This is an optimization exercise on Yosys and OpenROAD, whose aim is small area and a short achievable clock period, not a production implementation.
RTL that was checked went through simulation tests only; none was proved equivalent to the original.
Power is estimated from default activity; no workload was simulated.

==> inputs of exp/umber <==
Design datapath, start of the top module:
module datapath(datapath_in, vsel, writenum, write, readnum, clk, loada, loadb, shift, asel, bsel, ALUop, loadc, loads, datapath_out, Z_out);
  input write, clk, loada, loadb, vsel, asel, bsel, loadc, loads;
  input [1:0] shift, ALUop;
  input [2:0] writenum, readnum;
  input [15:0] datapath_in;
  output [15:0] datapath_out;
  output Z_out;
  reg [15:0] R0, R1, R2, R3, R4, R5, R6, R7;
  reg [15:0] A, B, C;
  reg S;
  wire [15:0] wdata = vsel ? datapath_in : C;
  always @(posedge clk) begin
    if (write && writenum == 3'd0) R0 <= wdata;
    if (write && writenum == 3'd1) R1 <= wdata;
    if (write && writenum == 3'd2) R2 <= wdata;
    if (write && writenum == 3'd3) R3 <= wdata;
    if (write && writenum == 3'd4) R4 <= wdata;
    if (write && writenum == 3'd5) R5 <= wdata;
    if (write && writenum == 3'd6) R6 <= wdata;
    if (write && writenum == 3'd7) R7 <= wdata;
  end
  wire [7:0] rsel = 8'b1 << readnum;
  wire [15:0] rdata;
  genvar i;
  generate
    for (i = 0; i < 16; i = i + 1) begin : rd
      read_bit u(.r({R7[i], R6[i], R5[i], R4[i], R3[i], R2[i], R1[i], R0[i]}), .s(rsel), .q(rdata[i]));
    end
  endgenerate
  always @(posedge clk) begin
    if (loada) A <= rdata;
    if (loadb) B <= rdata;
  end
  wire [15:0] alu_out;
  wire Z;
  alu16 u_alu(.a(A), .b(B), .imm(datapath_in[4:0]), .asel(asel), .bsel(bsel), .shift(shift),
              .op(ALUop), .out(alu_out), .z(Z));
  always @(posedge clk) begin
    if (loadc) C <= alu_out;
    if (loads) S <= Z;
  end
  assign datapath_out = C;
  assign Z_out = S;
endmodule
Settings: LEC_CHECK=0, CAP_MARGIN=20, CORE_MARGIN=2, CORE_UTILIZATION=65, SETUP_SLACK_MARGIN=3.0, SLEW_MARGIN=20, SYNTH_HIERARCHICAL=1, SYNTH_MINIMUM_KEEP_SIZE=0; clock period 5.0 ns.
standard.sh (not shown) runs the stock make flow with config.mk's settings and CLKGATE_MAP_FILE= SYNTH_SCRIPT=/design/flow/synth_recipe.tcl, a recipe that flattens the netlist after the stock synthesis.
==> flow/flow/run.sh <==
#!/bin/bash
# Layout flow: the standard flow (standard.sh, unchanged synthesis) with
# smaller port buffers and no dummy clock loads. Each tool's full output
# stays in orfs/logs/; make's own output goes to flow_make.log here.
set -euo pipefail
bash standard.sh \
  "BUFFER_PORTS_ARGS=-buffer_cell sky130_fd_sc_hd__buf_2" \
  "CTS_ARGS=-sink_clustering_enable -repair_clock_nets -dont_use_dummy_load" \
  finish > flow_make.log 2>&1
==> inputs of exp/onyx, as changes to exp/umber <==
--- a/flow/flow/run.sh
+++ b/flow/flow/run.sh
@@ -5,5 +5,5 @@
 set -euo pipefail
 bash standard.sh \
   "BUFFER_PORTS_ARGS=-buffer_cell sky130_fd_sc_hd__buf_2" \
-  "CTS_ARGS=-sink_clustering_enable -repair_clock_nets -dont_use_dummy_load" \
+  "CTS_ARGS=-sink_clustering_enable -repair_clock_nets -dont_use_dummy_load -buf_list sky130_fd_sc_hd__clkbuf_8" \
   finish > flow_make.log 2>&1
SETUP_SLACK_MARGIN = 2.1   (was 3.0)
==> inputs of exp/xenon, as changes to exp/umber <==
CTS_BUF_LIST = sky130_fd_sc_hd__clkbuf_4   (was default)
SETUP_SLACK_MARGIN = 2.6   (was 3.0)
==> summary.md <==
| Metric | Value |
|---|---|
| Clk pwr share | `approximately 29%` |
| Worst R2R End | `C[14]` |
| Max FO, Critical Path | `8` |
| Routability Congestion | `about 0.9` |
| Clk slew on worst S/H paths | `~60 ps` |
| CP max-delay cell | `nor3b_4` |
| Pint | `2.71 mW` |
| Met2 Routed Length | `10.6 mm` |
| Met3 Usage GRT | `approximately 5.0%` |
| Cell Pwr Density | `around 360 mW/mm2` |
| Initial DRC count | `around 570` |
| Clock group total power | `around 1.1 mW` |
| Buffer and inverter count on the worst path | `4` |
| Status | `complete, no violations` |
| GR Util All Layers | `around 30%` |
the above is filed under exp/umber

==> summary.md <==
| Metric | Value |
|---|---|
| Status | `complete, no violations` |
| Worst R2R End | `S` |
| Clock group total power | `approximately 1.1 mW` |
| Clk slew on worst S/H paths | `approximately 60 ps` |
| Buffer and inverter count on the worst path | `3` |
| Pint | `between 2 and 3 mW` |
| GR Util All Layers | `31.9%` |
| Met2 Routed Length | `9.96 mm` |
| Routability Congestion | `about 0.9` |
| Cell Pwr Density | `361 mW/mm2` |
| Initial DRC count | `487` |
the above is filed under exp/xenon

==> summary.md <==
| Metric | Value |
|---|---|
| CP max-delay cell | `xnor2_2` |
| Buffer and inverter count on the worst path | `3` |
| Post-Route WL | `18.6 mm` |
| Routability Congestion | `between 0.9 and 1` |
| Seq/Total Area, Yosys | `approximately two thirds` |
| Synth area leader | `edfxtp_1` |
| Register-to-Register Setup Slack | `between 2000 and 3000 ps` |
| GR Util All Layers | `between 20 and 30%` |
| Clk slew on worst S/H paths | `approximately 90 ps` |
| Highest-power group | `registers` |
| Met2 Routed Length | `roughly 9.4 mm` |
| Die Wd | `around 120 um` |
| Clk pwr share | `22.4%` |
| Pint | `roughly 2.3 mW` |
| Cell Pwr Density | `338 mW/mm2` |
| Worst R2R End | `C[11]` |
| Status | `complete, no violations` |
| Multi-input gate area | `0.00305 mm2` |
| Met3 Usage GRT | `between 6 and 7%` |
| Initial DRC count | `around 730` |
| Layout cells sized above 1 | `approximately a quarter` |
the above is filed under exp/onyx



==> run a <==
Another version of the RTL of datapath (not shown whole).
==> flow/config.mk <==
export PLATFORM = sky130hd
export DESIGN_NAME = datapath
export DESIGN_NICKNAME = datapath
export VERILOG_FILES = /design/flow/design.v
export SDC_FILE = /design/flow/constraint.sdc
export NUM_CORES = 4
export LEC_CHECK = 0
export CAP_MARGIN = 20
export CORE_MARGIN = 2
export CORE_UTILIZATION = 65
export SETUP_SLACK_MARGIN = 2.3
export SLEW_MARGIN = 20
export SYNTH_HIERARCHICAL = 1
export SYNTH_MINIMUM_KEEP_SIZE = 0
==> flow/constraint.sdc <==
create_clock -name core_clock -period 5.0 [get_ports {clk}]
set_input_delay 1.0000 -clock core_clock [delete_from_list [all_inputs] [get_ports {clk}]]
set_output_delay 1.0000 -clock core_clock [all_outputs]
set_load 0.01 [all_outputs]
==> flow/flow/run.sh <==
#!/bin/bash
# Layout flow: the standard flow (standard.sh, unchanged synthesis) with
# smaller port buffers, smaller clock buffers and no dummy clock loads. Each tool's full output
# stays in orfs/logs/; make's own output goes to flow_make.log here.
set -euo pipefail
bash standard.sh \
  "BUFFER_PORTS_ARGS=-buffer_cell sky130_fd_sc_hd__buf_2" \
  "CTS_ARGS=-sink_clustering_enable -repair_clock_nets -dont_use_dummy_load -buf_list sky130_fd_sc_hd__clkbuf_8" \
  finish > flow_make.log 2>&1
==> inputs of run b, as changes to run a <==
SETUP_SLACK_MARGIN = 2.6   (was 2.3)
==> comparison <==
- In synthesized cell count, run b and run a do not differ.
- Worst setup slack: run b is higher than run a (0.078 ns).
- In run b the final cell count is larger than in run a, by 2.0%.
- Count of clock-buffer cells in the layout is the same in run b and run a.
- In clock skew, run a and run b hardly differ.
- In run a the register-to-register slack is better than in run b, by 0.05 ns.
- In run a the global-route usage is lower than in run b, by 1.9 points.
- Critical path depth is the same in run b and run a.
- Of run a and run b, run a has the higher first-iteration DRC count (gap 17%, measured against run b).
- Between run b and run a, the lower sequential share of layout area is in run b (gap 2.3 points).
==> figures <==
item                                                                  run a           run b
Final standard cell area without fillers                         9730 sq um     10200 sq um
Fraction of layout cells with a size suffix above 1                   0.303           0.348
Final design utilization                                              0.781           0.816
Hold Crit Start                                               C[15]$_DFF_P_       S$_DFF_P_
Final Net Count                                                         763             781
Maximum vdd drop                                                   0.295 mV        0.339 mV
Final RePlAce weighted congestion                                     0.867           0.888
Post-Place Worst Slack                                              1.50 ns         1.53 ns
Delay contributed by the slowest stage of the critical path         0.27 ns         0.21 ns
Sw frac                                                               0.281           0.290
Required time reported for the critical path endpoint               5.29 ns         5.28 ns
GRT Overall Usage                                                     0.286           0.305
First-pass GRT wire length                                          28.3 mm         29.8 mm
Met1 WL                                                             7.61 mm         7.99 mm
Clk_skew                                                          0.0312 ns       0.0308 ns
Detailed-router iteration count before antenna repair                     5               8
P_comb                                                               797 uW          894 uW
Period Utilization, post-route                                        0.539           0.523
Pwr/cell area                                                   341 nW/um^2     337 nW/um^2
Drt first-iter violations                                               626             537
Status                                                       finished clean  finished clean
Function was not checked in any run of this note: the RTL went through the layout flow alone.

[afterwards: timing with drivers on the ports]
The results above use ideal ports. As a check the final layouts listed here were re-extracted and re-timed, cells and wires unchanged.
Step 1, drivers: a clkbuf_16 drives clk and a buf_2 each remaining input, both assumed.
Step 2 adds t to the input delays and takes it off the output delays; t is the mean of the earliest and latest rising clock arrival at the registers after step 1. Input paths then give back, and output paths get back, about the clock's delay inside the block.
a / b / c = ideal / step 1 / step 2; a / b = the first two.
run | shift t [ns] | slack for setup (ns) | worst setup path at the end | latest minus earliest clock arrival (ns)
exp/umber | 0.463 | 2.217 / 2.205 / 1.743 | input to register | 0.022 / 0.023
exp/onyx | 0.468 | 2.119 / 2.123 / 1.655 | input to register | 0.030 / 0.030
exp/xenon | 0.470 | 2.235 / 2.233 / 1.763 | input to register | 0.033 / 0.033
run a | 0.458 | 2.307 / 2.318 / 1.860 | input to register | 0.043 / 0.043
run b | 0.481 | 2.385 / 2.354 / 1.873 | input to register | 0.032 / 0.032
After both steps setup and hold are still met in every run listed. The setup slack of run b, which loses most, moves by -0.031 ns with the drivers and by -0.512 ns with both steps.
